Context: an optimization exercise on an open-source flow, tuned for small area. The choices shown serve that exercise and are no tape-out recipe.
Function was checked by simulation only, so behaviour that the tests miss may differ from the original.
Power is estimated from default activity; no workload was simulated.

==> module uart_copro_top, before the edit <==
module uart_copro_top(
    input  clk,
    input  reset,
    input  rx,
    output tx,
    input  [1:0] mode
);
    localparam [1:0] IDLE = 2'd0, START = 2'd1, DATA = 2'd2, STOP = 2'd3;
    wire tick, bc1;
    baud_rate_generator BAUD (.clk(clk), .reset(reset), .tick(tick), .bc1(bc1));
    reg [5:0] ph;
    always @(posedge clk) ph <= ph + 6'd1;
    wire ph63 = &ph;
    reg [7:0] q;
    reg [3:0] cc;        
    reg       rxb;       
    wire qidle      = ~q[7] & ~q[6];
    wire rsample    = tick & (&q[3:0]) & (q[7] ? ~&q[6:4] : q[4]);
    wire data_ready = tick & (&q);
    wire [5:0] welem = {~cc, q[6:5]};    
    wire rwr = q[7] & (ph == welem);
    always @(posedge clk) begin
        if (reset) q <= 8'd0;
        else if (qidle) begin if (~rx) q <= 8'd104; end
        else if (tick) q <= q + 8'd1;
        if (rsample) rxb <= rx;
        if (reset) cc <= 4'd0;
        else if (data_ready) cc <= cc + 4'd1;
    end
    reg [1:0] sq;
    wire trig  = (sq == 2'd1) & bc1;
    wire cpend = (sq == 2'd3);
    wire act   = (sq == 2'd2);
    wire compl = data_ready & (&cc);
    always @(posedge clk) begin
        sq[0] <= ~reset & ((~sq[1] & (sq[0] | compl)) | (sq[1] & sq[0] & ~ph63));
        sq[1] <= ~reset & ((sq[0] & (sq[1] | bc1)) | (sq[1] & ~sq[0] & ~ph63));
    end
    reg [63:0] A0, A1, B0, B1, C0, C1;
    reg [3:0]  X0, X1;
    reg cy, fv1, fv2;
    reg [1:0] mL;
    wire a0 = A0[0], a1 = A1[0];
    wire b0 = B0[0] & fv1, b1 = B1[0] & fv1;
    wire c0 = C0[0] & fv2, c1 = C1[0] & fv2;
    wire s0 = a0 ^ b0 ^ cy;
    wire k0 = (a0 & b0) | (cy & (a0 ^ b0));
    wire s1 = a1 ^ b1 ^ k0;
    wire k1 = (a1 & b1) | (k0 & (a1 ^ b1));
    wire r0 = mL[0] ? a0 : mL[1] ? c0 : s0;
    wire r1 = mL[0] ? a1 : mL[1] ? c1 : s1;
    wire slot0 = (ph[5:2] == 4'd0);
    wire wra = act & ~slot0;     
    wire wrx = act & slot0;      
    always @(posedge clk) begin
        A0 <= {(rwr & ~q[4]) ? rxb : A0[0], A0[63:61], wra ? r0 : A0[60], A0[59:1]};
        A1 <= {(rwr &  q[4]) ? rxb : A1[0], A1[63:61], wra ? r1 : A1[60], A1[59:1]};
        X0 <= {wrx ? r0 : X0[0], X0[3:1]};
        X1 <= {wrx ? r1 : X1[0], X1[3:1]};
        B0 <= {act ? A0[0] : B0[0], B0[63:1]};
        B1 <= {act ? A1[0] : B1[0], B1[63:1]};
        C0 <= {act ? B0[0] : C0[0], C0[63:1]};
        C1 <= {act ? B1[0] : C1[0], C1[63:1]};
        cy <= act & k1;
        if (trig) mL <= mode;
        if (reset) begin
            fv1 <= 1'b0;
            fv2 <= 1'b0;
        end else if (act & ph63) begin
            fv1 <= 1'b1;
            fv2 <= fv1;
        end
    end
    reg [4:0] pd;
    reg [7:0] u;
    reg [3:0] D0, D1;    
    wire tidle    = ~u[7] & ~u[6] & u[4];
    wire tstart   = ~u[7] & u[6];
    wire tdata    = u[7];
    wire tx_done  = tick & ~u[7] & ~u[6] & ~u[4] & (&u[3:0]);
    wire tx_start = tidle & ~(pd[4] & ~pd[0]) & ~trig;
    wire fetch = tstart & (pd[4] | (ph[5:2] == pd[3:0]));
    always @(posedge clk) begin
        if (reset) begin pd[4] <= 1'b1; pd[0] <= 1'b0; end
        else if (trig) pd <= 5'd14;
        else if (tx_done) pd <= pd - 5'd1;
        D0 <= {fetch ? (pd[4] ? X0[0] : A0[0]) : D0[0], D0[3:1]};
        D1 <= {fetch ? (pd[4] ? X1[0] : A1[0]) : D1[0], D1[3:1]};
        if (reset) u <= 8'h10;
        else if (tidle) begin if (tx_start) u <= 8'h70; end
        else if (tick) u <= u + 8'd1;
    end
    wire [1:0] dst = u[6:5] - ph[1:0];
    wire [3:0] dsel = u[4] ? D1 : D0;
    assign tx = tdata ? dsel[dst] : ~tstart;
endmodule
Settings: LEC_CHECK=0, CAP_MARGIN=20, CORE_MARGIN=2, CORE_UTILIZATION=65, CTS_BUF_LIST=sky130_fd_sc_hd__clkbuf_8, CTS_CLUSTER_DIAMETER=60, CTS_CLUSTER_SIZE=19, SLEW_MARGIN=20; clock period 10.0 ns.
standard.sh (not shown) runs the stock make flow with config.mk's settings and CLKGATE_MAP_FILE= SYNTH_SCRIPT=/design/flow/synth_recipe.tcl, a recipe that flattens the netlist after the stock synthesis.
==> flow/flow/run.sh <==
#!/bin/bash
# Standard layout, except that synthesis maps the logic with an area-oriented
# ABC script (flow/area.abc) instead of ORFS's speed script.  Everything else
# in synthesis is the standard flow's own script (synth_recipe.tcl), so the registers are
# the standard synthesis's.  The ports are buffered as in the standard flow,
# with the smallest buffer cell.
set -euo pipefail
HERE=$(pwd)
{
  cat <<TCL
proc abc {args} {
  set i [lsearch -exact \$args -script]
  if {\$i >= 0} { lset args [expr {\$i + 1}] $HERE/flow/area.abc }
  yosys abc {*}\$args
}
TCL
  cat synth_recipe.tcl
} > area_synth.tcl
bash standard.sh SYNTH_SCRIPT=$HERE/area_synth.tcl "BUFFER_PORTS_ARGS=-buffer_cell sky130_fd_sc_hd__buf_1" finish > standard.log 2>&1
==> flow/flow/area.abc <==
strash
ifraig
scorr
dc2
strash
dch -f
amap -m
Edit:
--- a/flow/design.v
+++ b/flow/design.v
@@ -49,15 +49,15 @@
         sq[0] <= ~reset & ((~sq[1] & (sq[0] | compl)) | (sq[1] & sq[0] & ~ph63));
         sq[1] <= ~reset & ((sq[0] & (sq[1] | bc1)) | (sq[1] & ~sq[0] & ~ph63));
     end
     reg [63:0] A0, A1, B0, B1, C0, C1;
     reg [3:0]  X0, X1;
-    reg cy, fv1, fv2;
+    reg cy, fv1;
     reg [1:0] mL;
     wire a0 = A0[0], a1 = A1[0];
     wire b0 = B0[0] & fv1, b1 = B1[0] & fv1;
-    wire c0 = C0[0] & fv2, c1 = C1[0] & fv2;
+    wire c0 = C0[0] & fv1, c1 = C1[0] & fv1;
     wire s0 = a0 ^ b0 ^ cy;
     wire k0 = (a0 & b0) | (cy & (a0 ^ b0));
     wire s1 = a1 ^ b1 ^ k0;
     wire k1 = (a1 & b1) | (k0 & (a1 ^ b1));
     wire r0 = mL[0] ? a0 : mL[1] ? c0 : s0;
@@ -70,21 +70,16 @@
         A1 <= {(rwr &  q[4]) ? rxb : A1[0], A1[63:61], wra ? r1 : A1[60], A1[59:1]};
         X0 <= {wrx ? r0 : X0[0], X0[3:1]};
         X1 <= {wrx ? r1 : X1[0], X1[3:1]};
         B0 <= {act ? A0[0] : B0[0], B0[63:1]};
         B1 <= {act ? A1[0] : B1[0], B1[63:1]};
-        C0 <= {act ? B0[0] : C0[0], C0[63:1]};
-        C1 <= {act ? B1[0] : C1[0], C1[63:1]};
+        C0 <= {act ? b0 : C0[0], C0[63:1]};
+        C1 <= {act ? b1 : C1[0], C1[63:1]};
         cy <= act & k1;
         if (trig) mL <= mode;
-        if (reset) begin
-            fv1 <= 1'b0;
-            fv2 <= 1'b0;
-        end else if (act & ph63) begin
-            fv1 <= 1'b1;
-            fv2 <= fv1;
-        end
+        if (reset) fv1 <= 1'b0;
+        else if (act & ph63) fv1 <= 1'b1;
     end
     reg [4:0] pd;
     reg [7:0] u;
     reg [3:0] D0, D1;    
     wire tidle    = ~u[7] & ~u[6] & u[4];
Final cell count falls by 0.42%.
Sequential power hardly moves.
Worst hold slack barely changes.
Flip-flop and latch count drops by 1.
Wire length is lower by 1.4%.
Die area hardly moves.
Power hardly moves.

what the ideal ports hide:
The results above use ideal ports. As a check the final layouts listed here were re-extracted and re-timed, cells and wires unchanged. Step 1, drivers: a clkbuf_16 drives clk and a buf_2 each remaining input, both assumed. Step 2 moves the port delays by t, midway between the first and last clock arrival at a register: inputs arrive t later, outputs are due t later. That takes back most of the time a late clock gives input paths. Three values: ideal ports, drivers, drivers and shift; two values: the first two.
run	t, ns	slack for setup (ns)	worst data-port slew with drivers (ns)
the first run	0.601	5.895 / 5.857 / 6.458	0.03
the second run	0.597	5.713 / 5.677 / 6.274	0.03
After both steps every run listed still meets setup and hold.
